Background: an optimization exercise with open tools, aiming at small area, a short achievable clock period and few clock cycles. Do not read the settings as production practice.
The RTL was checked by simulation tests, not by an equivalence proof against the original design.
Power figures rest on the tool's default switching activity, not on a simulated workload.

### design.v
module double_latch(input wire              clk,
		    input wire 		    reset,
		    input wire 		    s_valid,
		    output wire 	    s_ready,
		    input wire [WIDTH-1:0]  s_data,
		    output wire 	    m_valid,
		    input wire 		    m_ready,
		    output wire [WIDTH-1:0] m_data
		    );
   parameter WIDTH = 64;
   reg [WIDTH-1:0] 			    storage;
   reg [WIDTH-1:0] 			    storageB;
   reg [1:0] 				    state;
   assign s_ready 	= (state != 2);
   assign m_valid 	= (state != 0);
   assign m_data	= storage;
   always @(posedge clk)
     begin
	case (state)
	  0: begin
	     if (s_valid) begin
		storage <= s_data;
		state <= 1;
	     end
	  end
	  1: begin
	     if (s_valid) begin
		if (!m_ready) begin
		   storageB <= s_data;
		   state <= 2;
		end else   begin
		   storage <= s_data;
		end
	     end else if (m_ready) begin
		state <= 0;
		storage <= {WIDTH{1'bx}};
	     end
	  end
	  2: begin
	     if (m_ready) begin
		storageB <= {WIDTH{1'bx}};
	     storage <= storageB;
	     state <= 1;
	  end
	  end
	  default: begin
	  end
	endcase  
        if (reset) begin
           state <= 0;
        end
     end  
endmodule  
module i_steer4(input wire 	  clk,
		input wire 	   reset,
		input wire 	   I_TVALID,
		output wire 	   I_TREADY,
		input wire [63:0]  I_TDATA,
		input wire 	   I_TLAST,
		output wire 	   O0_TVALID,
		input wire 	   O0_TREADY,
		output wire [63:0] O0_TDATA,
		output wire 	   O0_TLAST,
		output wire 	   O1_TVALID,
		input wire 	   O1_TREADY,
		output wire [63:0] O1_TDATA,
		output wire 	   O1_TLAST,
		output wire 	   O2_TVALID,
		input wire 	   O2_TREADY,
		output wire [63:0] O2_TDATA,
		output wire 	   O2_TLAST,
		output wire 	   O3_TVALID,
		input wire 	   O3_TREADY,
		output wire [63:0] O3_TDATA,
		output wire 	   O3_TLAST
	    );
   parameter CONSUME_ROUTE = 0;		 
   parameter HDR_BIT = 30;		 
   wire [66:0] 			  storage_data_in;
   wire 			  s_valid;
   wire 			  s_ready;
   wire [66:0] 			  storage_data_out;
   wire 			  m_valid;
   wire 			  m_ready;
   wire [1:0]                     hdr_direction;
   wire [63:0]                    hdr_transformed;
   reg 				  is_header;
   reg [1:0] 			  routing_direction;
   double_latch #(.WIDTH(67))
     ST(.clk(clk), .reset(reset),
	.s_valid(s_valid), .s_ready(s_ready), .s_data(storage_data_in),
	.m_valid(m_valid), .m_ready(m_ready), .m_data(storage_data_out));
   wire [1:0] 			  out_direction = storage_data_out[65:64];
   assign s_valid       = I_TVALID;
   assign I_TREADY 	= s_ready;
   assign O0_TDATA	= storage_data_out[63:0];
   assign O1_TDATA	= storage_data_out[63:0];
   assign O2_TDATA	= storage_data_out[63:0];
   assign O3_TDATA	= storage_data_out[63:0];
   assign O0_TLAST      = storage_data_out[66];
   assign O1_TLAST      = storage_data_out[66];
   assign O2_TLAST      = storage_data_out[66];
   assign O3_TLAST      = storage_data_out[66];
   assign O0_TVALID     = out_direction == 2'b00 ? m_valid : 2'h0;
   assign O1_TVALID     = out_direction == 2'b01 ? m_valid : 2'h0;
   assign O2_TVALID     = out_direction == 2'b10 ? m_valid : 2'h0;
   assign O3_TVALID     = out_direction == 2'b11 ? m_valid : 2'h0;
   assign m_ready       = m_valid & (out_direction == 2'b00 ? O0_TREADY :
				     out_direction == 2'b01 ? O1_TREADY :
				     out_direction == 2'b10 ? O2_TREADY :
				     out_direction == 2'b11 ? O3_TREADY :
				     1'b0);
   assign hdr_direction = CONSUME_ROUTE ? I_TDATA[49:48] :  
                          I_TDATA[HDR_BIT+1:HDR_BIT];  
   assign hdr_transformed = { I_TDATA[63:56],
                              ( CONSUME_ROUTE ? {2'b00, I_TDATA[55:50]} : I_TDATA[55:48]),
                              I_TDATA[47:0] };
   assign storage_data_in[66:0] = {I_TLAST,
				   is_header ? hdr_direction : routing_direction,
				   is_header ? hdr_transformed : I_TDATA[63:0]};
   always @(posedge clk)
     begin
	if (s_ready && s_valid) begin
	   if (is_header) begin
	      routing_direction <= hdr_direction;
	      if (!I_TLAST) is_header <= 0;
	   end else begin
	      if (I_TLAST) is_header <= 1;
	   end
	end  
        if (reset) begin
	   is_header <= 1;
	   routing_direction <= 0;
	end
     end
endmodule
module i_merge4(input wire 	   clk,
		input wire 	   reset,
		input wire 	   I0_TVALID,
		output wire 	   I0_TREADY,
		input wire [63:0]  I0_TDATA,
		input wire 	   I0_TLAST,
		input wire 	   I1_TVALID,
		output wire 	   I1_TREADY,
		input wire [63:0]  I1_TDATA,
		input wire 	   I1_TLAST,
		input wire 	   I2_TVALID,
		output wire 	   I2_TREADY,
		input wire [63:0]  I2_TDATA,
		input wire 	   I2_TLAST,
		input wire 	   I3_TVALID,
		output wire 	   I3_TREADY,
		input wire [63:0]  I3_TDATA,
		input wire 	   I3_TLAST,
		output wire 	   O_TVALID,
		input wire 	   O_TREADY,
		output wire [63:0] O_TDATA,
		output wire 	   O_TLAST
		);
   parameter PROD_ROUTE = 1;	 
   localparam ID0 = 2'b00;
   localparam ID1 = 2'b01;
   localparam ID2 = 2'b10;
   localparam ID3 = 2'b11;
   reg 				  is_header;
   reg [1:0] 			  routing_direction;
   wire [1:0]			  input_select;
   wire [64:0] 			  storage_data_in;
   wire [64:0] 			  storage_data_out;
   wire 			  s_valid;
   wire 			  s_ready;
   wire 			  m_valid;
   wire 			  m_ready;
   double_latch #(.WIDTH(65))
     ST(.clk(clk), .reset(reset),
	.s_valid(s_valid), .s_ready(s_ready), .s_data(storage_data_in),
	.m_valid(m_valid), .m_ready(m_ready), .m_data(storage_data_out));
   assign I0_TREADY 	= s_ready &&
			  ((is_header && I0_TVALID) ||
			   (!is_header && (routing_direction == 0)));
   assign I1_TREADY 	= s_ready &&
			  ((is_header && !I0_TVALID && I1_TVALID) ||
			   (!is_header && (routing_direction == 1)));
   assign I2_TREADY 	= s_ready &&
			  ((is_header && !I0_TVALID && !I1_TVALID && I2_TVALID) ||
			   (!is_header && (routing_direction == 2)));
   assign I3_TREADY 	= s_ready &&
			  ((is_header && !I0_TVALID && !I1_TVALID && !I2_TVALID && I3_TVALID) ||
			   (!is_header && (routing_direction == 3)));
   assign O_TVALID      = m_valid;
   assign O_TDATA	= storage_data_out[63:0];
   assign O_TLAST       = storage_data_out[64];
   assign m_ready       = O_TREADY;
   assign input_select = is_header ? (I0_TVALID ? 0 :
				      I1_TVALID ? 1 :
				      I2_TVALID ? 2 :
				      I3_TVALID ? 3 :
				      2'b00) :
			 routing_direction;
   wire [63:0] 			  i0_hdr_transformed;
   wire [63:0] 			  i1_hdr_transformed;
   wire [63:0] 			  i2_hdr_transformed;
   wire [63:0] 			  i3_hdr_transformed;
   wire [63:0] 			  i0_din;
   wire [63:0] 			  i1_din;
   wire [63:0] 			  i2_din;
   wire [63:0] 			  i3_din;
   assign i0_hdr_transformed = { I0_TDATA[63:56],
                                 (PROD_ROUTE ? { I0_TDATA[53:48], ID0 } : I0_TDATA[55:48]),
                                 I0_TDATA[47:0] };
   assign i1_hdr_transformed = { I1_TDATA[63:56],
                                 (PROD_ROUTE ? { I1_TDATA[53:48], ID1 } : I1_TDATA[55:48]),
                                 I1_TDATA[47:0] };
   assign i2_hdr_transformed = { I2_TDATA[63:56],
                                 (PROD_ROUTE ? { I2_TDATA[53:48], ID2 } : I2_TDATA[55:48]),
                                 I2_TDATA[47:0] };
   assign i3_hdr_transformed = { I3_TDATA[63:56],
                                 (PROD_ROUTE ? { I3_TDATA[53:48], ID3 } : I3_TDATA[55:48]),
                                 I3_TDATA[47:0] };
   assign i0_din = is_header ? i0_hdr_transformed : I0_TDATA[63:0];
   assign i1_din = is_header ? i1_hdr_transformed : I1_TDATA[63:0];
   assign i2_din = is_header ? i2_hdr_transformed : I2_TDATA[63:0];
   assign i3_din = is_header ? i3_hdr_transformed : I3_TDATA[63:0];
   assign storage_data_in[64:0] = input_select == 0 ? {I0_TLAST, i0_din} :
				  input_select == 1 ? {I1_TLAST, i1_din} :
				  input_select == 2 ? {I2_TLAST, i2_din} :
				  input_select == 3 ? {I3_TLAST, i3_din} :
				  65'h0;
   assign s_valid = input_select == 0 ? I0_TVALID :
		    input_select == 1 ? I1_TVALID :
		    input_select == 2 ? I2_TVALID :
		    input_select == 3 ? I3_TVALID : 2'b00;
   always @(posedge clk)
     begin
	if (s_ready) begin
	   if (is_header) begin
	      if (I0_TVALID) begin
		 routing_direction <= 0;
		 if (!I0_TLAST) is_header <= 0;
	      end else if (I1_TVALID) begin
		 routing_direction <= 1;
		 if (!I1_TLAST) is_header <= 0;
	      end else if (I2_TVALID) begin
		 routing_direction <= 2;
		 if (!I2_TLAST) is_header <= 0;
	      end else if (I3_TVALID) begin
		 routing_direction <= 3;
		 if (!I3_TLAST) is_header <= 0;
	      end
	   end else begin  
	      if (routing_direction == 0 && I0_TVALID) begin
		 if (I0_TLAST) is_header <= 1;
	      end else if (routing_direction == 1 && I1_TVALID) begin
		 if (I1_TLAST) is_header <= 1;
	      end else if (routing_direction == 2 && I2_TVALID) begin
		 if (I2_TLAST) is_header <= 1;
	      end else if (routing_direction == 3 && I3_TVALID) begin
		 if (I3_TLAST) is_header <= 1;
	      end
	   end  
	end
	if (reset) begin
	   is_header <= 1;
	   routing_direction <= 0;
        end
     end
endmodule  
module mic_4r4c(input wire 	   clk,
		input wire 	   reset,
		input wire 	   R0I_TVALID,
		output wire 	   R0I_TREADY,
		input wire [63:0]  R0I_TDATA,
		input wire 	   R0I_TLAST,
		output wire 	   R0O_TVALID,
		input wire 	   R0O_TREADY,
		output wire [63:0] R0O_TDATA,
		output wire 	   R0O_TLAST,
		input wire 	   R1I_TVALID,
		output wire 	   R1I_TREADY,
		input wire [63:0]  R1I_TDATA,
		input wire 	   R1I_TLAST,
		output wire 	   R1O_TVALID,
		input wire 	   R1O_TREADY,
		output wire [63:0] R1O_TDATA,
		output wire 	   R1O_TLAST,
		input wire 	   R2I_TVALID,
		output wire 	   R2I_TREADY,
		input wire [63:0]  R2I_TDATA,
		input wire 	   R2I_TLAST,
		output wire 	   R2O_TVALID,
		input wire 	   R2O_TREADY,
		output wire [63:0] R2O_TDATA,
		output wire 	   R2O_TLAST,
		input wire 	   R3I_TVALID,
		output wire 	   R3I_TREADY,
		input wire [63:0]  R3I_TDATA,
		input wire 	   R3I_TLAST,
		output wire 	   R3O_TVALID,
		input wire 	   R3O_TREADY,
		output wire [63:0] R3O_TDATA,
		output wire 	   R3O_TLAST,
		output wire 	   C0O_TVALID,
		input wire 	   C0O_TREADY,
		output wire [63:0] C0O_TDATA,
		output wire 	   C0O_TLAST,
		input wire 	   C0I_TVALID,
		output wire 	   C0I_TREADY,
		input wire [63:0]  C0I_TDATA,
		input wire 	   C0I_TLAST,
		output wire 	   C1O_TVALID,
		input wire 	   C1O_TREADY,
		output wire [63:0] C1O_TDATA,
		output wire 	   C1O_TLAST,
		input wire 	   C1I_TVALID,
		output wire 	   C1I_TREADY,
		input wire [63:0]  C1I_TDATA,
		input wire 	   C1I_TLAST,
		output wire 	   C2O_TVALID,
		input wire 	   C2O_TREADY,
		output wire [63:0] C2O_TDATA,
		output wire 	   C2O_TLAST,
		input wire 	   C2I_TVALID,
		output wire 	   C2I_TREADY,
		input wire [63:0]  C2I_TDATA,
		input wire 	   C2I_TLAST,
		output wire 	   C3O_TVALID,
		input wire 	   C3O_TREADY,
		output wire [63:0] C3O_TDATA,
		output wire 	   C3O_TLAST,
		input wire 	   C3I_TVALID,
		output wire 	   C3I_TREADY,
		input wire [63:0]  C3I_TDATA,
		input wire 	   C3I_TLAST
		);
   parameter ROUTE_BIT = 30; 	 
   wire        r0c0_tv;
   wire        r0c0_tr;
   wire [63:0] r0c0_td;
   wire        r0c0_tl;
   wire        r0c1_tv;
   wire        r0c1_tr;
   wire [63:0] r0c1_td;
   wire        r0c1_tl;
   wire        r0c2_tv;
   wire        r0c2_tr;
   wire [63:0] r0c2_td;
   wire        r0c2_tl;
   wire        r0c3_tv;
   wire        r0c3_tr;
   wire [63:0] r0c3_td;
   wire        r0c3_tl;
   wire        r1c0_tv;
   wire        r1c0_tr;
   wire [63:0] r1c0_td;
   wire        r1c0_tl;
   wire        r1c1_tv;
   wire        r1c1_tr;
   wire [63:0] r1c1_td;
   wire        r1c1_tl;
   wire        r1c2_tv;
   wire        r1c2_tr;
   wire [63:0] r1c2_td;
   wire        r1c2_tl;
   wire        r1c3_tv;
   wire        r1c3_tr;
   wire [63:0] r1c3_td;
   wire        r1c3_tl;
   wire        r2c0_tv;
   wire        r2c0_tr;
   wire [63:0] r2c0_td;
   wire        r2c0_tl;
   wire        r2c1_tv;
   wire        r2c1_tr;
   wire [63:0] r2c1_td;
   wire        r2c1_tl;
   wire        r2c2_tv;
   wire        r2c2_tr;
   wire [63:0] r2c2_td;
   wire        r2c2_tl;
   wire        r2c3_tv;
   wire        r2c3_tr;
   wire [63:0] r2c3_td;
   wire        r2c3_tl;
   wire        r3c0_tv;
   wire        r3c0_tr;
   wire [63:0] r3c0_td;
   wire        r3c0_tl;
   wire        r3c1_tv;
   wire        r3c1_tr;
   wire [63:0] r3c1_td;
   wire        r3c1_tl;
   wire        r3c2_tv;
   wire        r3c2_tr;
   wire [63:0] r3c2_td;
   wire        r3c2_tl;
   wire        r3c3_tv;
   wire        r3c3_tr;
   wire [63:0] r3c3_td;
   wire        r3c3_tl;
   i_steer4
     #( .CONSUME_ROUTE(0), .HDR_BIT(ROUTE_BIT) )
   STEER_R0REQ
     (.clk(clk),
      .reset(reset),
      .I_TDATA(R0I_TDATA),
      .I_TVALID(R0I_TVALID),
      .I_TREADY(R0I_TREADY),
      .I_TLAST(R0I_TLAST),
      .O0_TDATA(r0c0_td),
      .O0_TVALID(r0c0_tv),
      .O0_TREADY(r0c0_tr),
      .O0_TLAST(r0c0_tl),
      .O1_TDATA(r0c1_td),
      .O1_TVALID(r0c1_tv),
      .O1_TREADY(r0c1_tr),
      .O1_TLAST(r0c1_tl),
      .O2_TDATA(r0c2_td),
      .O2_TVALID(r0c2_tv),
      .O2_TREADY(r0c2_tr),
      .O2_TLAST(r0c2_tl),
      .O3_TDATA(r0c3_td),
      .O3_TVALID(r0c3_tv),
      .O3_TREADY(r0c3_tr),
      .O3_TLAST(r0c3_tl)
      );
   i_steer4
     #( .CONSUME_ROUTE(0), .HDR_BIT(ROUTE_BIT) )
   STEER_R1REQ
     (.clk(clk),
      .reset(reset),
      .I_TDATA(R1I_TDATA),
      .I_TVALID(R1I_TVALID),
      .I_TREADY(R1I_TREADY),
      .I_TLAST(R1I_TLAST),
      .O0_TDATA(r1c0_td),
      .O0_TVALID(r1c0_tv),
      .O0_TREADY(r1c0_tr),
      .O0_TLAST(r1c0_tl),
      .O1_TDATA(r1c1_td),
      .O1_TVALID(r1c1_tv),
      .O1_TREADY(r1c1_tr),
      .O1_TLAST(r1c1_tl),
      .O2_TDATA(r1c2_td),
      .O2_TVALID(r1c2_tv),
      .O2_TREADY(r1c2_tr),
      .O2_TLAST(r1c2_tl),
      .O3_TDATA(r1c3_td),
      .O3_TVALID(r1c3_tv),
      .O3_TREADY(r1c3_tr),
      .O3_TLAST(r1c3_tl)
      );
   i_steer4
     #( .CONSUME_ROUTE(0), .HDR_BIT(ROUTE_BIT) )
   STEER_R2REQ
     (.clk(clk),
      .reset(reset),
      .I_TDATA(R2I_TDATA),
      .I_TVALID(R2I_TVALID),
      .I_TREADY(R2I_TREADY),
      .I_TLAST(R2I_TLAST),
      .O0_TDATA(r2c0_td),
      .O0_TVALID(r2c0_tv),
      .O0_TREADY(r2c0_tr),
      .O0_TLAST(r2c0_tl),
      .O1_TDATA(r2c1_td),
      .O1_TVALID(r2c1_tv),
      .O1_TREADY(r2c1_tr),
      .O1_TLAST(r2c1_tl),
      .O2_TDATA(r2c2_td),
      .O2_TVALID(r2c2_tv),
      .O2_TREADY(r2c2_tr),
      .O2_TLAST(r2c2_tl),
      .O3_TDATA(r2c3_td),
      .O3_TVALID(r2c3_tv),
      .O3_TREADY(r2c3_tr),
      .O3_TLAST(r2c3_tl)
      );
   i_steer4
     #( .CONSUME_ROUTE(0), .HDR_BIT(ROUTE_BIT) )
   STEER_R3REQ
     (.clk(clk),
      .reset(reset),
      .I_TDATA(R3I_TDATA),
      .I_TVALID(R3I_TVALID),
      .I_TREADY(R3I_TREADY),
      .I_TLAST(R3I_TLAST),
      .O0_TDATA(r3c0_td),
      .O0_TVALID(r3c0_tv),
      .O0_TREADY(r3c0_tr),
      .O0_TLAST(r3c0_tl),
      .O1_TDATA(r3c1_td),
      .O1_TVALID(r3c1_tv),
      .O1_TREADY(r3c1_tr),
      .O1_TLAST(r3c1_tl),
      .O2_TDATA(r3c2_td),
      .O2_TVALID(r3c2_tv),
      .O2_TREADY(r3c2_tr),
      .O2_TLAST(r3c2_tl),
      .O3_TDATA(r3c3_td),
      .O3_TVALID(r3c3_tv),
      .O3_TREADY(r3c3_tr),
      .O3_TLAST(r3c3_tl)
      );
   i_merge4
     #( .PROD_ROUTE(1) )
     C0MERGEREQ
       (.clk(clk),
	.reset(reset),
	.I0_TVALID(r0c0_tv),
	.I0_TREADY(r0c0_tr),
	.I0_TDATA(r0c0_td),
	.I0_TLAST(r0c0_tl),
	.I1_TVALID(r1c0_tv),
	.I1_TREADY(r1c0_tr),
	.I1_TDATA(r1c0_td),
	.I1_TLAST(r1c0_tl),
	.I2_TVALID(r2c0_tv),
	.I2_TREADY(r2c0_tr),
	.I2_TDATA(r2c0_td),
	.I2_TLAST(r2c0_tl),
	.I3_TVALID(r3c0_tv),
	.I3_TREADY(r3c0_tr),
	.I3_TDATA(r3c0_td),
	.I3_TLAST(r3c0_tl),
	.O_TVALID(C0O_TVALID),
	.O_TREADY(C0O_TREADY),
	.O_TDATA(C0O_TDATA),
	.O_TLAST(C0O_TLAST)
      );
   i_merge4
     #( .PROD_ROUTE(1) )
     C1MERGEREQ
       (.clk(clk),
	.reset(reset),
	.I0_TVALID(r0c1_tv),
	.I0_TREADY(r0c1_tr),
	.I0_TDATA(r0c1_td),
	.I0_TLAST(r0c1_tl),
	.I1_TVALID(r1c1_tv),
	.I1_TREADY(r1c1_tr),
	.I1_TDATA(r1c1_td),
	.I1_TLAST(r1c1_tl),
	.I2_TVALID(r2c1_tv),
	.I2_TREADY(r2c1_tr),
	.I2_TDATA(r2c1_td),
	.I2_TLAST(r2c1_tl),
	.I3_TVALID(r3c1_tv),
	.I3_TREADY(r3c1_tr),
	.I3_TDATA(r3c1_td),
	.I3_TLAST(r3c1_tl),
	.O_TVALID(C1O_TVALID),
	.O_TREADY(C1O_TREADY),
	.O_TDATA(C1O_TDATA),
	.O_TLAST(C1O_TLAST)
      );
   i_merge4
     #( .PROD_ROUTE(1) )
     C2MERGEREQ
       (.clk(clk),
	.reset(reset),
	.I0_TVALID(r0c2_tv),
	.I0_TREADY(r0c2_tr),
	.I0_TDATA(r0c2_td),
	.I0_TLAST(r0c2_tl),
	.I1_TVALID(r1c2_tv),
	.I1_TREADY(r1c2_tr),
	.I1_TDATA(r1c2_td),
	.I1_TLAST(r1c2_tl),
	.I2_TVALID(r2c2_tv),
	.I2_TREADY(r2c2_tr),
	.I2_TDATA(r2c2_td),
	.I2_TLAST(r2c2_tl),
	.I3_TVALID(r3c2_tv),
	.I3_TREADY(r3c2_tr),
	.I3_TDATA(r3c2_td),
	.I3_TLAST(r3c2_tl),
	.O_TVALID(C2O_TVALID),
	.O_TREADY(C2O_TREADY),
	.O_TDATA(C2O_TDATA),
	.O_TLAST(C2O_TLAST)
      );
      i_merge4
     #( .PROD_ROUTE(1) )
     C3MERGEREQ
       (.clk(clk),
	.reset(reset),
	.I0_TVALID(r0c3_tv),
	.I0_TREADY(r0c3_tr),
	.I0_TDATA(r0c3_td),
	.I0_TLAST(r0c3_tl),
	.I1_TVALID(r1c3_tv),
	.I1_TREADY(r1c3_tr),
	.I1_TDATA(r1c3_td),
	.I1_TLAST(r1c3_tl),
	.I2_TVALID(r2c3_tv),
	.I2_TREADY(r2c3_tr),
	.I2_TDATA(r2c3_td),
	.I2_TLAST(r2c3_tl),
	.I3_TVALID(r3c3_tv),
	.I3_TREADY(r3c3_tr),
	.I3_TDATA(r3c3_td),
	.I3_TLAST(r3c3_tl),
	.O_TVALID(C3O_TVALID),
	.O_TREADY(C3O_TREADY),
	.O_TDATA(C3O_TDATA),
	.O_TLAST(C3O_TLAST)
      );
   wire        c0r0_tv;
   wire        c0r0_tr;
   wire [63:0] c0r0_td;
   wire        c0r0_tl;
   wire        c0r1_tv;
   wire        c0r1_tr;
   wire [63:0] c0r1_td;
   wire        c0r1_tl;
   wire        c0r2_tv;
   wire        c0r2_tr;
   wire [63:0] c0r2_td;
   wire        c0r2_tl;
   wire        c0r3_tv;
   wire        c0r3_tr;
   wire [63:0] c0r3_td;
   wire        c0r3_tl;
   wire        c1r0_tv;
   wire        c1r0_tr;
   wire [63:0] c1r0_td;
   wire        c1r0_tl;
   wire        c1r1_tv;
   wire        c1r1_tr;
   wire [63:0] c1r1_td;
   wire        c1r1_tl;
   wire        c1r2_tv;
   wire        c1r2_tr;
   wire [63:0] c1r2_td;
   wire        c1r2_tl;
   wire        c1r3_tv;
   wire        c1r3_tr;
   wire [63:0] c1r3_td;
   wire        c1r3_tl;
   wire        c2r0_tv;
   wire        c2r0_tr;
   wire [63:0] c2r0_td;
   wire        c2r0_tl;
   wire        c2r1_tv;
   wire        c2r1_tr;
   wire [63:0] c2r1_td;
   wire        c2r1_tl;
   wire        c2r2_tv;
   wire        c2r2_tr;
   wire [63:0] c2r2_td;
   wire        c2r2_tl;
   wire        c2r3_tv;
   wire        c2r3_tr;
   wire [63:0] c2r3_td;
   wire        c2r3_tl;
   wire        c3r0_tv;
   wire        c3r0_tr;
   wire [63:0] c3r0_td;
   wire        c3r0_tl;
   wire        c3r1_tv;
   wire        c3r1_tr;
   wire [63:0] c3r1_td;
   wire        c3r1_tl;
   wire        c3r2_tv;
   wire        c3r2_tr;
   wire [63:0] c3r2_td;
   wire        c3r2_tl;
   wire        c3r3_tv;
   wire        c3r3_tr;
   wire [63:0] c3r3_td;
   wire        c3r3_tl;
   i_steer4
     #( .CONSUME_ROUTE(1) )
     STEER_C0RESP
       (.clk(clk),
	.reset(reset),
	.I_TVALID(C0I_TVALID),
	.I_TREADY(C0I_TREADY),
	.I_TDATA(C0I_TDATA),
	.I_TLAST(C0I_TLAST),
	.O0_TVALID(c0r0_tv),
	.O0_TREADY(c0r0_tr),
	.O0_TDATA(c0r0_td),
	.O0_TLAST(c0r0_tl),
	.O1_TVALID(c0r1_tv),
	.O1_TREADY(c0r1_tr),
	.O1_TDATA(c0r1_td),
	.O1_TLAST(c0r1_tl),
	.O2_TVALID(c0r2_tv),
	.O2_TREADY(c0r2_tr),
	.O2_TDATA(c0r2_td),
	.O2_TLAST(c0r2_tl),
	.O3_TVALID(c0r3_tv),
	.O3_TREADY(c0r3_tr),
	.O3_TDATA(c0r3_td),
	.O3_TLAST(c0r3_tl)
	);
   i_steer4
     #( .CONSUME_ROUTE(1) )
     STEER_C1RESP
       (.clk(clk),
	.reset(reset),
	.I_TVALID(C1I_TVALID),
	.I_TREADY(C1I_TREADY),
	.I_TDATA(C1I_TDATA),
	.I_TLAST(C1I_TLAST),
	.O0_TVALID(c1r0_tv),
	.O0_TREADY(c1r0_tr),
	.O0_TDATA(c1r0_td),
	.O0_TLAST(c1r0_tl),
	.O1_TVALID(c1r1_tv),
	.O1_TREADY(c1r1_tr),
	.O1_TDATA(c1r1_td),
	.O1_TLAST(c1r1_tl),
	.O2_TVALID(c1r2_tv),
	.O2_TREADY(c1r2_tr),
	.O2_TDATA(c1r2_td),
	.O2_TLAST(c1r2_tl),
	.O3_TVALID(c1r3_tv),
	.O3_TREADY(c1r3_tr),
	.O3_TDATA(c1r3_td),
	.O3_TLAST(c1r3_tl)
	);
   i_steer4
     #( .CONSUME_ROUTE(1) )
     STEER_C2RESP
       (.clk(clk),
	.reset(reset),
	.I_TVALID(C2I_TVALID),
	.I_TREADY(C2I_TREADY),
	.I_TDATA(C2I_TDATA),
	.I_TLAST(C2I_TLAST),
	.O0_TVALID(c2r0_tv),
	.O0_TREADY(c2r0_tr),
	.O0_TDATA(c2r0_td),
	.O0_TLAST(c2r0_tl),
	.O1_TVALID(c2r1_tv),
	.O1_TREADY(c2r1_tr),
	.O1_TDATA(c2r1_td),
	.O1_TLAST(c2r1_tl),
	.O2_TVALID(c2r2_tv),
	.O2_TREADY(c2r2_tr),
	.O2_TDATA(c2r2_td),
	.O2_TLAST(c2r2_tl),
	.O3_TVALID(c2r3_tv),
	.O3_TREADY(c2r3_tr),
	.O3_TDATA(c2r3_td),
	.O3_TLAST(c2r3_tl)
	);
   i_steer4
     #( .CONSUME_ROUTE(1) )
     STEER_C3RESP
       (.clk(clk),
	.reset(reset),
	.I_TVALID(C3I_TVALID),
	.I_TREADY(C3I_TREADY),
	.I_TDATA(C3I_TDATA),
	.I_TLAST(C3I_TLAST),
	.O0_TVALID(c3r0_tv),
	.O0_TREADY(c3r0_tr),
	.O0_TDATA(c3r0_td),
	.O0_TLAST(c3r0_tl),
	.O1_TVALID(c3r1_tv),
	.O1_TREADY(c3r1_tr),
	.O1_TDATA(c3r1_td),
	.O1_TLAST(c3r1_tl),
	.O2_TVALID(c3r2_tv),
	.O2_TREADY(c3r2_tr),
	.O2_TDATA(c3r2_td),
	.O2_TLAST(c3r2_tl),
	.O3_TVALID(c3r3_tv),
	.O3_TREADY(c3r3_tr),
	.O3_TDATA(c3r3_td),
	.O3_TLAST(c3r3_tl)
	);
   i_merge4
     #( .PROD_ROUTE(0) )
     MERGE_R0RESP
       (.clk(clk),
	.reset(reset),
	.I0_TVALID(c0r0_tv),
	.I0_TREADY(c0r0_tr),
	.I0_TDATA(c0r0_td),
	.I0_TLAST(c0r0_tl),
	.I1_TVALID(c1r0_tv),
	.I1_TREADY(c1r0_tr),
	.I1_TDATA(c1r0_td),
	.I1_TLAST(c1r0_tl),
	.I2_TVALID(c2r0_tv),
	.I2_TREADY(c2r0_tr),
	.I2_TDATA(c2r0_td),
	.I2_TLAST(c2r0_tl),
        .I3_TVALID(c3r0_tv),
	.I3_TREADY(c3r0_tr),
	.I3_TDATA(c3r0_td),
	.I3_TLAST(c3r0_tl),
	.O_TVALID(R0O_TVALID),
	.O_TREADY(R0O_TREADY),
	.O_TDATA(R0O_TDATA),
	.O_TLAST(R0O_TLAST)
	);
   i_merge4
     #( .PROD_ROUTE(0) )
     MERGE_R1RESP
       (.clk(clk),
	.reset(reset),
	.I0_TVALID(c0r1_tv),
	.I0_TREADY(c0r1_tr),
	.I0_TDATA(c0r1_td),
	.I0_TLAST(c0r1_tl),
	.I1_TVALID(c1r1_tv),
	.I1_TREADY(c1r1_tr),
	.I1_TDATA(c1r1_td),
	.I1_TLAST(c1r1_tl),
	.I2_TVALID(c2r1_tv),
	.I2_TREADY(c2r1_tr),
	.I2_TDATA(c2r1_td),
	.I2_TLAST(c2r1_tl),
        .I3_TVALID(c3r1_tv),
	.I3_TREADY(c3r1_tr),
	.I3_TDATA(c3r1_td),
	.I3_TLAST(c3r1_tl),
	.O_TVALID(R1O_TVALID),
	.O_TREADY(R1O_TREADY),
	.O_TDATA(R1O_TDATA),
	.O_TLAST(R1O_TLAST)
	);
   i_merge4
     #( .PROD_ROUTE(0) )
     MERGE_R2RESP
       (.clk(clk),
	.reset(reset),
	.I0_TVALID(c0r2_tv),
	.I0_TREADY(c0r2_tr),
	.I0_TDATA(c0r2_td),
	.I0_TLAST(c0r2_tl),
	.I1_TVALID(c1r2_tv),
	.I1_TREADY(c1r2_tr),
	.I1_TDATA(c1r2_td),
	.I1_TLAST(c1r2_tl),
	.I2_TVALID(c2r2_tv),
	.I2_TREADY(c2r2_tr),
	.I2_TDATA(c2r2_td),
	.I2_TLAST(c2r2_tl),
        .I3_TVALID(c3r2_tv),
	.I3_TREADY(c3r2_tr),
	.I3_TDATA(c3r2_td),
	.I3_TLAST(c3r2_tl),
	.O_TVALID(R2O_TVALID),
	.O_TREADY(R2O_TREADY),
	.O_TDATA(R2O_TDATA),
	.O_TLAST(R2O_TLAST)
	);
   i_merge4
     #( .PROD_ROUTE(0) )
     MERGE_R3RESP
       (.clk(clk),
	.reset(reset),
	.I0_TVALID(c0r3_tv),
	.I0_TREADY(c0r3_tr),
	.I0_TDATA(c0r3_td),
	.I0_TLAST(c0r3_tl),
	.I1_TVALID(c1r3_tv),
	.I1_TREADY(c1r3_tr),
	.I1_TDATA(c1r3_td),
	.I1_TLAST(c1r3_tl),
	.I2_TVALID(c2r3_tv),
	.I2_TREADY(c2r3_tr),
	.I2_TDATA(c2r3_td),
	.I2_TLAST(c2r3_tl),
        .I3_TVALID(c3r3_tv),
	.I3_TREADY(c3r3_tr),
	.I3_TDATA(c3r3_td),
	.I3_TLAST(c3r3_tl),
	.O_TVALID(R3O_TVALID),
	.O_TREADY(R3O_TREADY),
	.O_TDATA(R3O_TDATA),
	.O_TLAST(R3O_TLAST)
	);
endmodule
### run.sh
#!/bin/bash
# synth_recipe.tcl (not shown) runs the flow's synth.tcl, then flattens the netlist and writes it again
# the make line also repeats each setting of config.mk as NAME=value (left out here)
make -C /OpenROAD-flow-scripts/flow DESIGN_CONFIG=/design/flow/config.mk WORK_HOME=/design/flow/orfs CLKGATE_MAP_FILE= SYNTH_SCRIPT=/design/flow/synth_recipe.tcl finish
### config.mk
export PLATFORM = sky130hd
export DESIGN_NAME = mic_4r4c
export DESIGN_NICKNAME = mic_4r4c
export VERILOG_FILES = /design/flow/design.v
export SDC_FILE = /design/flow/constraint.sdc
export NUM_CORES = 4
export LEC_CHECK = 0
export CAP_MARGIN = 20
export CORE_MARGIN = 2
export CORE_UTILIZATION = 40
export SLEW_MARGIN = 20
### constraint.sdc
create_clock -name core_clock -period 5.0 [get_ports {clk}]
set_input_delay 1.0000 -clock core_clock [delete_from_list [all_inputs] [get_ports {clk}]]
set_output_delay 1.0000 -clock core_clock [all_outputs]
set_load 0.01 [all_outputs]
==> qor.yml <==
die_w_um: 506.3
antenna_left: 0
clock_sinks: 2192
firstDrtPassIters: 9
hold_viol: 0
netlist_area_um2: 100900
io_pins: 1074
post_cts.repair.setup_buffers: 0
reg2reg_depth: 8
path_depth: 8
antenna_found_initial: 63
clk_latency_ns: 0.93
avgViaCountPerCell: 5.682
worstReg2RegStart: "STEER_R1REQ.ST.state[1]$_SDFFE_PP0P_"
root_buffer: "clkbuf_16"
required_ns: 5.58
dieArea_um2: 256300
ys_seq_elements: 2192
cts.clk_slew.worst_paths_ns: 0.06
avgSynthCellArea_um2: 12.36
ys_warn_count: 6
ctsHoldBuffers: 0
yosysUniqueCellTypes: 86
fmaxAchievable_ghz: 0.2383
synth_top_area_cell: "edfxtp_1"
power.leakage_nw: 47.89
period_share_pct: 83.94
path_cells: "nor2_1, or3_1, a311o_2, o32ai_1, o21a_1, mux2i_1, o21ai_4, buf_12"
max_cap_violations: 0
crit_family: "compound AO/OA/AOI/OAI gates"
slew_headroom_pct: 17.81
io_buffers: 1073
setup.worst_path.class: "register to register"
dieHeight_um: 506.3
place_hpwl_mm: 259.1
setup_tns_ns: 0
cts_buffers: 232
pwr_density_cell_nw_per_um2: 712.1
ys.flop_type: "edfxtp_1"
path_max_fanout: 25
worstPathArrival_ns: 4.78
yosysSeqAreaShare_pct: 64.43
hold_depth: 2
final_layout_size_suffix_gt1_share_pct: 13.09
first_global_vias: 69441
finalWirelength_mm: 385.6
synth-async-reset-ratio_pct: 0
grtUsageTotal_pct: 29.22
grt-ovfl-total: 0
drt-initial-drc-count: 7578
r2r_slack_ns: 0.80
cts_tree: "yes"
synth_top_cell_area_share_pct: 62.84
slowest_stage: "o32ai_1"
drc: 0
synth_edf_count: 2112
hold_path_class: "register to register"
fin_skew_ns: 0.1105
start_util_pct: 40.18
ir_worst_vdd_v: 0.0005472
grt_pass1_wl_mm: 535.3
outcome: "no timing/DRC/antenna violations"
slew_viol_final: 0
cts.path.max_buffers: 3
worstHoldStart: "MERGE_R3RESP.ST.storageB[8]$_DFFE_PP_"
syn-instance-count: 8164
stdcell_count: 12706
post_cts_resized: 0
fin_nets: 9673
fp.coreArea_um2: 251200
min_to: "MERGE_R3RESP.ST.storage[8]$_DFFE_PP_"
dr_total_vias: 72193
gp_congestion: 0.9080
dpl.cell_count: 12228
htree_levels: 4
wire_per_inst_um: 30.35
end_kind: "register"
critPathBufInv: 1
r2r_end: "STEER_R1REQ.ST.storage[36]$_DFFE_PP_"
grt_max_degree: 131
setup_viol: 0
syn_to_final_growth_pct: 23.06
cp-start-kind: "register"
finalCriticalPeriod_ns: 4.197
yosys-top-cells-area: "edfxtp_1 (63%), nand2_1 (8.6%), mux2i_1 (8.2%)"
cp_slowest_stage_delay_ns: 0.64
num_rows: 184
rsz0062_at_grt: "no"
syn_nets: 8723
worst_pin_slew_ns: 1.233
## cells in the final DEF (no fill, tap or decap), types with 9 or more instances in the layout
cell type / count
nand2_1: 2321
edfxtp_1: 2112
clkdlybuf4s50_1: 1072
mux2i_1: 821
mux2_2: 555
nor2_1: 317
a21oi_1: 289
clkbuf_16: 232
a211oi_1: 166
a31oi_1: 142
and2_1: 130
buf_4: 118
dfxtp_1: 79
o21ai_0: 73
clkinv_2: 68
inv_1: 63
and3_1: 61
buf_12: 50
nor2b_1: 44
clkinv_1: 39
diode_2: 38
nand3_1: 35
clkbuf_1: 35
o22ai_1: 34
nor3_1: 32
bufinv_16: 30
nand2b_1: 22
ha_1: 18
or2_2: 17
o211ai_1: 17
a311oi_1: 17
a21o_1: 15
clkinvlp_4: 15
o221ai_1: 14
o21ai_4: 13
mux4_2: 13
a211o_1: 10
or3_1: 10
clkinv_16: 10
a221oi_1: 9
## metrics by stage
| step | hold slack (ns) | worst slack, ns | utilization (%) | instance area (µm²) | power [mW] |
|---|---|---|---|---|---|
| 2_1_floorplan | 0.4536 | 0.01248 | - | 101000 | 52.78 |
| 3_3_place_gp | 0.4655 | 0.8688 | 46.23 | 116100 | 69.70 |
| 3_5_place_dp | 0.4903 | 0.8461 | 46.23 | 116100 | 70.25 |
| 4_1_cts | 0.4051 | 0.7353 | 49.40 | 124100 | 88.45 |
| 5_1_grt | 0.4359 | 0.5441 | 49.44 | 124200 | 91.81 |
| 6_report | 0.4029 | 0.8028 | 49.44 | 124200 | 88.43 |
## kinds of logic after synthesis
| family | after synthesis | share of synthesized area [%] |
|---|---|---|
| compound gates | 905 | 5.826 |
| xor+xnor | 1 | 0.008680 |
| fa+ha+maj | 21 | 0.2604 |
| buf+inv | 602 | 2.507 |
| flops | 2192 | 64.43 |
| mux | 1392 | 14.66 |
| simple gates | 3051 | 12.31 |
## power breakdown
| part | switching, mW | total (mW) | internal (mW) |
|---|---|---|---|
| sequential | 4.66 | 34.5 | 29.8 |
| combinational | 21.5 | 35.9 | 14.4 |
| clock | 7.85 | 18.1 | 10.2 |
## tightest hold or removal path, stage by stage (launching register included)
cell      delay [ns]
edfxtp_1        0.32
nand2_1         0.05
nand2_1         0.05
## Yosys cell counts, drive strengths merged, types with 13 or more instances
master     n
a211oi   166
a21o      18
a21oi    293
a311oi    18
a31oi    144
and2     134
and3      61
buf      184
clkbuf   340
dfxtp     80
edfxtp  2112
ha        21
inv       74
mux2     557
mux2i    822
mux4      13
nand2   2325
nand2b    23
nand3     35
nor2     324
nor2b     51
nor3      33
o211ai    19
o21ai     86
o221ai    14
o22ai     34
or2       19
## worst max-delay path by stage
stage	slack [ns]	to	start
after floorplan	0.01	C1MERGEREQ.ST.storageB[0]$_DFFE_PP_	STEER_R1REQ.ST.state[1]$_SDFFE_PP0P_
after global placement	0.87	STEER_R1REQ.ST.storage[56]$_DFFE_PP_	STEER_R1REQ.ST.state[1]$_SDFFE_PP0P_
after detailed placement	0.85	STEER_R1REQ.ST.storage[36]$_DFFE_PP_	STEER_R1REQ.ST.state[1]$_SDFFE_PP0P_
after CTS	0.74	C0I_TREADY	STEER_C0RESP.ST.state[1]$_SDFFE_PP0P_
after global routing	0.54	STEER_R1REQ.ST.storage[44]$_DFFE_PP_	STEER_R1REQ.ST.state[1]$_SDFFE_PP0P_
final	0.80	STEER_R1REQ.ST.storage[36]$_DFFE_PP_	STEER_R1REQ.ST.state[1]$_SDFFE_PP0P_
## per-layer routing
layer,track usage (%),share of wire (%),vias up
li1,-,-,31495
met1,37.58,39,36038
met5,0,0.046,-
met2,47.59,47,3921
met4,13.63,4.9,30
met3,5.678,8.8,709
## final cells by class
type,instances,area [µm²]
Antenna cell,38,95.09
Clock buffer,274,6033
Clock inverter,166,1934
Fill cell,21718,127000
Inverter,78,307.8
Multi-Input combinational cell,5370,33980
Sequential cell,2192,65020
Tap cell,3348,4189
Timing Repair Buffer,1240,12620
Testbench counts, summed over its fixed seeds: cycles 13,277.

==> re-timing with driven ports <==
No port has a modelled driver above. Below, the same layout with a new extraction and two added sets of constraints.
Step 1 sets driving cells, clkbuf_16 on the clock port and buf_2 on the other inputs (assumed; they add their load-dependent delay and slew).
Step 2 times the ports against the registers' clock, not the clock port: input delays grow and output delays shrink by t, the midpoint of the rising clock arrivals with the driver on.
Slacks: no drivers / after step 1 / after step 2; pairs: no drivers / after step 1.
shift t [ns]: 0.985
setup slack, ns: 0.803 / 0.717 / 0.803
hold slack, ns: 0.403 / 0.403 / 0.403
worst slew at a driven data input, ns: 0.25
pins driven straight from the clock port: 1
After both steps setup and hold are still met in this run. For this run, drivers alone change the setup slack by -0.086 ns; drivers and shift together by 0.000 ns.
